Background: an optimization exercise with open tools, aiming at a short achievable clock period and few clock cycles. Do not read the settings as production practice.
In this exercise RTL edits were held to simulation tests only and were not proved equivalent to the original.
Power and IR drop assume default switching activity.

**design/flow/run.sh**
```bash
#!/bin/bash
# synth_recipe.tcl (not shown) runs the flow's synth.tcl, then flattens the netlist and writes it again
# the make line also repeats each setting of config.mk as NAME=value (left out here)
make -C /OpenROAD-flow-scripts/flow DESIGN_CONFIG=/design/flow/config.mk WORK_HOME=/design/flow/orfs CLKGATE_MAP_FILE= SYNTH_SCRIPT=/design/flow/synth_recipe.tcl finish
```
**design/flow/constraint.sdc**
```tcl
create_clock -name core_clock -period 9.0 [get_ports {Clock}]
set_input_delay 1.8000 -clock core_clock [delete_from_list [all_inputs] [get_ports {Clock}]]
set_output_delay 1.8000 -clock core_clock [all_outputs]
set_load 0.01 [all_outputs]
```
**design/flow/config.mk**
```make
export PLATFORM = sky130hd
export DESIGN_NAME = IntegratedDatapath
export DESIGN_NICKNAME = IntegratedDatapath
export VERILOG_FILES = /design/flow/design.v
export SDC_FILE = /design/flow/constraint.sdc
export NUM_CORES = 4
export LEC_CHECK = 0
export CAP_MARGIN = 20
export CORE_MARGIN = 2
export CORE_UTILIZATION = 40
export SETUP_SLACK_MARGIN = 5
export SLEW_MARGIN = 20
```
**design/flow/design.v**
```verilog
`timescale 1ns / 1ps
module IntegratedDatapath(
	input Reset,
	input Clock,
	output [13:0] MemAddr,
	output [15:0] MemWData,
	output MemWE,
	input [15:0] MemRData
);
localparam [4:0] OP_ADD=5'd0, OP_ADDI=5'd1, OP_SUB=5'd2, OP_JUMP=5'd3, OP_CALL=5'd4,
	OP_BEQ=5'd5, OP_BNE=5'd6, OP_LOAD=5'd7, OP_LLI=5'd8, OP_LUI=5'd9, OP_STORE=5'd10,
	OP_OR=5'd11, OP_AND=5'd12, OP_NOT=5'd13, OP_NOP=5'd14, OP_COMP=5'd15, OP_SLL=5'd16,
	OP_SRL=5'd17, OP_BLT=5'd18, OP_BGT=5'd19, OP_BLET=5'd20, OP_BGET=5'd21, OP_JR=5'd22;
reg  [15:0] fpc;                  
reg         d_valid;
reg  [15:0] d_pcp2;               
reg         e_valid;
reg  [15:0] e_pc, e_pcp2, e_alt;  
reg         e_pt;                 
reg         e_add, e_addi, e_sub, e_and, e_or, e_not, e_comp, e_sll, e_srl,
            e_lli, e_lui, e_call, e_load, e_store, e_jr;
reg         e_beq, e_bne, e_blt, e_bgt, e_blet, e_bget;
reg  [3:0]  e_rs, e_rd, e_dst;
reg  [2:0]  e_rt, e_rss, e_rds;
reg         u_rs, u_rt, u_rd, u_rss, u_rds;
reg  [15:0] v_rs, v_rt, v_rd, v_rss, v_rds;
reg  [7:0]  e_imm;
reg         e_wr;                 
reg         x_v;                  
reg  [3:0]  x_dst;
reg  [15:0] x_res;
reg         m_busy, m_ld, m_st;
reg  [3:0]  m_dst;
reg  [15:0] m_addr, m_wdata;
reg         lw_v;                 
reg  [3:0]  lw_dst;
reg         w_v;                  
reg  [3:0]  w_dst;
reg  [15:0] w_res;
wire fetch = ~m_busy;
assign MemAddr  = m_busy ? m_addr[14:1] : fpc[14:1];
assign MemWData = m_wdata;
assign MemWE    = m_st;
wire [15:0] rf [0:15];
assign rf[0] = 16'd0;
wire        rf_we_e;
wire [3:0]  rf_wa_e;
wire [15:0] rf_wd_e;
genvar gi;
generate
	for (gi = 1; gi < 16; gi = gi + 1) begin : RF
		reg [15:0] r;
		always @(posedge Clock or posedge Reset)
			if (Reset)
				r <= 16'd0;
			else if (rf_we_e && rf_wa_e == gi)
				r <= rf_wd_e;
			else if (lw_v && lw_dst == gi)
				r <= MemRData;
		assign rf[gi] = r;
	end
endgenerate
wire [15:0] ir = MemRData;
wire [4:0]  op = ir[15:11];
wire d_add = op == OP_ADD, d_addi = op == OP_ADDI, d_sub = op == OP_SUB;
wire d_jump = op == OP_JUMP, d_call = op == OP_CALL;
wire d_beq = op == OP_BEQ, d_bne = op == OP_BNE, d_blt = op == OP_BLT;
wire d_bgt = op == OP_BGT, d_blet = op == OP_BLET, d_bget = op == OP_BGET;
wire d_load = op == OP_LOAD, d_store = op == OP_STORE;
wire d_lli = op == OP_LLI, d_lui = op == OP_LUI;
wire d_or = op == OP_OR, d_and = op == OP_AND, d_not = op == OP_NOT;
wire d_comp = op == OP_COMP, d_sll = op == OP_SLL, d_srl = op == OP_SRL;
wire d_jr = op == OP_JR;
wire d_br = d_beq | d_bne | d_blt | d_bgt | d_blet | d_bget;
wire d_rtype = d_add | d_sub | d_or | d_and | d_comp;
wire [15:0] d_rs_v  = rf[ir[6:3]];
wire [15:0] d_rt_v  = rf[{1'b0, ir[2:0]}];
wire [15:0] d_rd_v  = rf[ir[10:7]];
wire [15:0] d_rss_v = rf[{1'b0, ir[6:4]}];
wire [15:0] d_rds_v = rf[{1'b0, ir[10:8]}];
wire [15:0] d_brt = d_pcp2 + {{11{ir[3]}}, ir[3:0], 1'b0};
wire [15:0] d_jt  = {d_pcp2[15:11], ir[10:0]};
wire        d_pt  = d_br & ir[3];
wire [3:0]  d_dst = d_call ? 4'd5 : (d_lli | d_lui) ? {1'b0, ir[10:8]} : ir[10:7];
wire        d_wr  = (d_rtype | d_not | d_addi | d_sll | d_srl | d_lli | d_lui | d_call) & (d_dst != 4'd0);
wire        e_flush;
wire        d_redirect = d_valid & ~e_flush & (d_jump | d_call | d_jr | d_pt);
wire [15:0] d_target = d_jr ? d_rd_v : (d_jump | d_call) ? d_jt : d_brt;
wire hx_rs  = x_v & (x_dst == e_rs),          hw_rs  = w_v & (w_dst == e_rs);
wire hx_rt  = x_v & (x_dst == {1'b0, e_rt}),  hw_rt  = w_v & (w_dst == {1'b0, e_rt});
wire hx_rd  = x_v & (x_dst == e_rd),          hw_rd  = w_v & (w_dst == e_rd);
wire hx_rss = x_v & (x_dst == {1'b0, e_rss}), hw_rss = w_v & (w_dst == {1'b0, e_rss});
wire hx_rds = x_v & (x_dst == {1'b0, e_rds}), hw_rds = w_v & (w_dst == {1'b0, e_rds});
wire [15:0] f_rs  = hx_rs  ? x_res : hw_rs  ? w_res : v_rs;
wire [15:0] f_rt  = hx_rt  ? x_res : hw_rt  ? w_res : v_rt;
wire [15:0] f_rd  = hx_rd  ? x_res : hw_rd  ? w_res : v_rd;
wire [15:0] f_rss = hx_rss ? x_res : hw_rss ? w_res : v_rss;
wire [15:0] f_rds = hx_rds ? x_res : hw_rds ? w_res : v_rds;
wire stall = e_valid & lw_v & (
	(u_rs  & lw_dst == e_rs) | (u_rt  & lw_dst == {1'b0, e_rt}) |
	(u_rd  & lw_dst == e_rd) | (u_rss & lw_dst == {1'b0, e_rss}) |
	(u_rds & lw_dst == {1'b0, e_rds}));
wire replay = e_valid & m_ld & (
	(u_rs  & m_dst == e_rs) | (u_rt  & m_dst == {1'b0, e_rt}) |
	(u_rd  & m_dst == e_rd) | (u_rss & m_dst == {1'b0, e_rss}) |
	(u_rds & m_dst == {1'b0, e_rds}));
wire e_done = e_valid & ~stall & ~replay;
wire [15:0] se4 = {{12{e_imm[3]}}, e_imm[3:0]};
wire [15:0] ze4 = {12'd0, e_imm[3:0]};
wire [15:0] r_add  = f_rs + f_rt;
wire [15:0] r_sub  = f_rs - f_rt;
wire [15:0] r_addi = f_rss + se4;
wire [15:0] r_sll  = f_rss << e_imm[3:0];
wire [15:0] r_srl  = f_rss >> e_imm[3:0];
wire        c_gt   = f_rs > f_rt;
wire        c_lt   = f_rs < f_rt;
wire [15:0] r_comp = c_gt ? 16'd1 : c_lt ? 16'hFFFF : 16'd0;
wire [15:0] r_lli  = {f_rds[15:8], e_imm};
wire [15:0] r_lui  = {e_imm, f_rds[7:0]};
assign rf_wd_e =
	({16{e_add}}  & r_add)  | ({16{e_sub}}  & r_sub)  | ({16{e_addi}} & r_addi) |
	({16{e_and}}  & (f_rs & f_rt)) | ({16{e_or}} & (f_rs | f_rt)) | ({16{e_not}} & ~f_rs) |
	({16{e_comp}} & r_comp) | ({16{e_sll}}  & r_sll)  | ({16{e_srl}}  & r_srl)  |
	({16{e_lli}}  & r_lli)  | ({16{e_lui}}  & r_lui)  | ({16{e_call}} & e_pcp2);
assign rf_we_e = e_done & e_wr;
assign rf_wa_e = e_dst;
wire b_eq = f_rd == f_rss;
wire b_lt = f_rd < f_rss;
wire b_gt = f_rd > f_rss;
wire taken = (e_beq & b_eq) | (e_bne & ~b_eq) | (e_blt & b_lt) | (e_bgt & b_gt) |
	(e_blet & ~b_gt) | (e_bget & ~b_lt);
wire e_br = e_beq | e_bne | e_blt | e_bgt | e_blet | e_bget;
wire br_mis = e_br & (taken != e_pt);
wire jr_mis = e_jr & (hx_rd | hw_rd);
wire e_redirect = e_done & (br_mis | jr_mis);
assign e_flush = e_redirect | replay;
wire [15:0] e_target = replay ? e_pc : e_jr ? f_rd : e_alt;
wire [15:0] ldst_addr = f_rss + ze4;
always @(posedge Clock or posedge Reset) begin
	if (Reset) begin
		fpc <= 16'd0;
		d_valid <= 1'b0; d_pcp2 <= 16'd0;
		e_valid <= 1'b0; e_pc <= 16'd0; e_pcp2 <= 16'd0; e_alt <= 16'd0; e_pt <= 1'b0;
		e_add <= 1'b0; e_addi <= 1'b0; e_sub <= 1'b0; e_and <= 1'b0; e_or <= 1'b0;
		e_not <= 1'b0; e_comp <= 1'b0; e_sll <= 1'b0; e_srl <= 1'b0; e_lli <= 1'b0;
		e_lui <= 1'b0; e_call <= 1'b0; e_load <= 1'b0; e_store <= 1'b0; e_jr <= 1'b0;
		e_beq <= 1'b0; e_bne <= 1'b0; e_blt <= 1'b0; e_bgt <= 1'b0; e_blet <= 1'b0; e_bget <= 1'b0;
		e_rs <= 4'd0; e_rd <= 4'd0; e_dst <= 4'd0; e_rt <= 3'd0; e_rss <= 3'd0; e_rds <= 3'd0;
		u_rs <= 1'b0; u_rt <= 1'b0; u_rd <= 1'b0; u_rss <= 1'b0; u_rds <= 1'b0;
		v_rs <= 16'd0; v_rt <= 16'd0; v_rd <= 16'd0; v_rss <= 16'd0; v_rds <= 16'd0;
		e_imm <= 8'd0; e_wr <= 1'b0;
		x_v <= 1'b0; x_dst <= 4'd0; x_res <= 16'd0;
		m_busy <= 1'b0; m_ld <= 1'b0; m_st <= 1'b0; m_dst <= 4'd0; m_addr <= 16'd0; m_wdata <= 16'd0;
		lw_v <= 1'b0; lw_dst <= 4'd0;
		w_v <= 1'b0; w_dst <= 4'd0; w_res <= 16'd0;
	end else begin
		if (e_flush)
			fpc <= e_target;
		else if (d_redirect)
			fpc <= d_target;
		else if (fetch)
			fpc <= fpc + 16'd2;
		d_valid <= fetch & ~e_flush & ~d_redirect;
		d_pcp2 <= fpc + 16'd2;
		if (stall & ~replay) begin
			v_rs <= f_rs; v_rt <= f_rt; v_rd <= f_rd; v_rss <= f_rss; v_rds <= f_rds;
		end else begin
			e_valid <= d_valid & ~e_flush;
			e_pc <= d_pcp2 - 16'd2;
			e_pcp2 <= d_pcp2;
			e_alt <= d_pt ? d_pcp2 : d_brt;
			e_pt <= d_pt;
			e_add <= d_add; e_addi <= d_addi; e_sub <= d_sub; e_and <= d_and; e_or <= d_or;
			e_not <= d_not; e_comp <= d_comp; e_sll <= d_sll; e_srl <= d_srl; e_lli <= d_lli;
			e_lui <= d_lui; e_call <= d_call; e_load <= d_load; e_store <= d_store; e_jr <= d_jr;
			e_beq <= d_beq; e_bne <= d_bne; e_blt <= d_blt; e_bgt <= d_bgt; e_blet <= d_blet; e_bget <= d_bget;
			e_rs <= ir[6:3]; e_rt <= ir[2:0]; e_rd <= ir[10:7]; e_rss <= ir[6:4]; e_rds <= ir[10:8];
			u_rs <= d_rtype | d_not;
			u_rt <= d_rtype;
			u_rd <= d_store | d_br | d_jr;
			u_rss <= d_addi | d_sll | d_srl | d_load | d_store | d_br;
			u_rds <= d_lli | d_lui;
			v_rs <= d_rs_v; v_rt <= d_rt_v; v_rd <= d_rd_v; v_rss <= d_rss_v; v_rds <= d_rds_v;
			e_imm <= ir[7:0];
			e_dst <= d_dst;
			e_wr <= d_wr;
		end
		x_v <= rf_we_e;
		x_dst <= rf_wa_e;
		x_res <= rf_wd_e;
		m_ld <= e_done & e_load & (e_rd != 4'd0);
		m_st <= e_done & e_store;
		m_busy <= e_done & (e_store | (e_load & (e_rd != 4'd0)));
		m_dst <= e_rd;
		m_addr <= ldst_addr;
		m_wdata <= f_rd;
		lw_v <= m_ld & ~(rf_we_e & rf_wa_e == m_dst);
		lw_dst <= m_dst;
		w_v <= lw_v;
		w_dst <= lw_dst;
		w_res <= MemRData;
	end
end
endmodule
```
==> reports/results.ini <==
[outcome]
status=complete, no violations

[clock_network]
cts_hold_buf=0
htree_levels=3
clockBufferDepth=3
numCtsBuffers=67
worstSkewPairLatency_ps=680
cts_tree=built
clk_pin_slew_ps=60
clock_sinks=527
cts_root_buf=clkbuf_16

[placed_design]
dp.final_hpwl_mm=134.8
port_buffers=48
gp_congestion=1.061

[timing]
drv_slew=0
hold_slack_ps=406.9
rsz0062_at_grt=yes
finClkSkew_ps=40.38
min_period_ps=4967
fin_setup_tns_ps=0
slew_headroom=0.1160
setup_viol_count_final=0
period_share=0.5518
worst_slew_pin_slew_ps=1320
hold_violations=0
fmax_mhz=201.3

[synth]
ys_types=107
synth_top_flop_cell=dfrtp_1
yosys_warnings=1
synth_fa_ha_area_frac=0.02803
syn_inst=4346
async_flop_share=1.000
synth_top_family_by_area=compound AO/OA/AOI/OAI gates
synth_compound_area_frac=0.2404
synth_seq_cells=527
syn_area_um2=38130
synth_top_area_frac=0.3459
yosys.area.top_type=dfrtp_1
synthTopCellsByArea=dfrtp_1 (35%), mux2i_1 (7.1%), nand2_1 (4.7%)
synth_area_per_cell_um2=8.773
syn_nets=4447
synth_xor_xnor_area_share=0.03764
synth_seq_area_share=0.3459
synth_common_cells=dfrtp_1 (527), nand2_1 (477), clkbuf_1 (329)
muxShareOfSynthArea=0.1427
synth_enable_flop_cells=0
post-synth-top-count-cell=dfrtp_1
yosys.area_share.simple=0.1534

[power]
p_per_area_nw_per_um2=297.4
vdd_ir_drop_max_mv=0.1683
leakage_nw=19.46

[global_routing]
track_usage=0.4122
grt_pass1_wl_mm=289.0
antenna_found_initial=12
met3_usage=0.1326
grt_max_degree=153
grtUsageMet2=0.5904
busiest_layer=met2
grt-ovfl-total=0
grt_pass1_vias=36950
grt_util_met1=0.5340

[layout]
fin_nets=4580
drive_gt1_frac=0.2825
top_register=RF.r
largest_register_ffs=240
syn_to_final_growth_pct=25.41

[critical_path]
critical_path_required_ps=9530
critPathMaxFanout=14
crit_type=register to register
end_kind=register
startpoint_type=register
arrival_ps=5490
reg2reg_depth=17

[run]
max_cap_violations=0

[floorplan]
die_w_um=312.7
die_area_um2=97800
initial_core_util=0.4025
placementRows=113
num_io_pins=49
die_y_um=312.7
core_um2=94730

[worst_hold_path]
hold_path.class=register to register
whs_path_depth=0

[detailed_routing]
viasPerCell=6.893
drt_wl_total_mm=208.1
antenna_left=0
vias=39960
drt_iter0_markers=6523
dr.pass1.iters=7
drc_errors=0
wl_per_cell_um=35.89

-- layout by cell type, fill, tap and decap left out, types with 58 or more instances in the layout --
cell / instances
dfrtp_1: 513
nand2_1: 387
buf_4: 286
nor2_1: 261
mux2i_1: 256
o21ai_0: 219
a21oi_1: 209
a211oi_1: 144
nor2b_1: 120
mux2_2: 117
a22oi_1: 110
xnor2_1: 90
a21oi_2: 84
nand3_1: 82
inv_1: 74
clkbuf_16: 70
nand2_2: 65
o21ai_1: 65
buf_6: 58
-- logic make-up after synthesis --
group | count (synthesis)
DFF | 527
xor gates and xnor gates | 160
buffers and inverters | 500
adders and majority gates | 83
AOI/OAI and AO/OA | 1363
muxes | 455
and+or+nand+nor | 1258
-- per-layer routing --
| layer | part of all wire | vias up | routed length [um] |
|---|---|---|---|
| met5 | 0.0011 | - | 231 |
| met4 | 0.085 | 14 | 17770 |
| met3 | 0.13 | 918 | 26600 |
| met2 | 0.41 | 3009 | 85320 |
| met1 | 0.38 | 19760 | 78150 |
| li1 | - | 16270 | - |
-- per-stage QoR --
stage | setup WS [ps] | util | total power [mW] | cells | cell area (um2)
floorplan | 37.86 | - | 7.607 | 4346 | 38420
global placement | 2420 | 0.4248 | 9.675 | 5426 | 40240
detailed placement | 2265 | 0.4248 | 9.707 | 5426 | 40240
CTS | 4086 | 0.4864 | 13.47 | 5740 | 46080
global route | 3886 | 0.5047 | 14.72 | 5796 | 47810
finish | 4033 | 0.5047 | 14.22 | 5798 | 47810
-- path summary, 6_finish.rpt --
check,from,to,slack (ps)
worst max-delay path,w_dst[1],fpc[14],4030
worst min-delay path,fpc[0],d_pcp2[0],410
worst max register to register,w_dst[1],fpc[14],4030
worst min register to register,fpc[0],d_pcp2[0],410
max in group asynchronous,Reset,m_wdata[15],6010
min in group asynchronous,Reset,e_dst[2],1610
-- area by class of cell --
type	count	area [um2]
antenna	2	5.005
clock buffer	92	1943
clock inverter	29	299.0
fill	8870	46920
inverter	110	459.2
multi-input combinational	3325	25880
sequential	527	13210
tap	1265	1583
timing repair buffer	448	4433
-- worst max-delay path: stages, from the launching register on --
cell and delay, ps:
dfrtp_2 510, xnor2_1 160, and2_2 240, and2_1 190
buf_12 160, buf_4 160, mux2i_1 110, o21ai_1 550
ha_1 270, nand4_1 170, or3_4 440, a221oi_2 200
nand2_1 120, a22o_1 210, a221o_2 440, o21ba_4 250
or4_1 500, o2bb2ai_1 130
-- report_power, final --
part | internal (mW) | total (mW) | switching, mW | leakage (nW)
logic | 3.07 | 6.88 | 3.81 | 12.0
clock network | 1.64 | 2.85 | 1.21 | 1.11
registers | 3.27 | 4.49 | 1.22 | 6.34
-- what timing repair did --
item	in CTS	in global routing
gates resized for setup	465	356
cloned	18	2
buffers inserted	175	54
setup endpoints to repair	380	305
pin swaps	112	67
Testbench counts, summed over its fixed seeds: cycles 143,667.

## afterwards: timing with drivers on the ports
In the flow no input, the clock included, has a driving cell. The finished layout below was timed again as built, in two steps.
Step 1: set_driving_cell puts a clkbuf_16 on Clock and a buf_2 on each other input, an assumption about the parent block.
Step 2 times the ports against the registers' clock, not the clock port: input delays grow and output delays shrink by t, the midpoint of the rising clock arrivals with the driver on.
Three values: ideal ports, drivers, drivers and shift; two values: the first two.
shift t [ns]: 0.726
slack for setup (ns): 4.033 / 4.033 / 3.666
worst setup path after step 2: input to register
worst register clock-pin slew, ns: 0.07 / 0.07
pins driven straight from the clock port: 1
After both steps this run still meets setup and hold. The setup slack of this run moves by 0.000 ns with the drivers and by -0.367 ns with both steps.
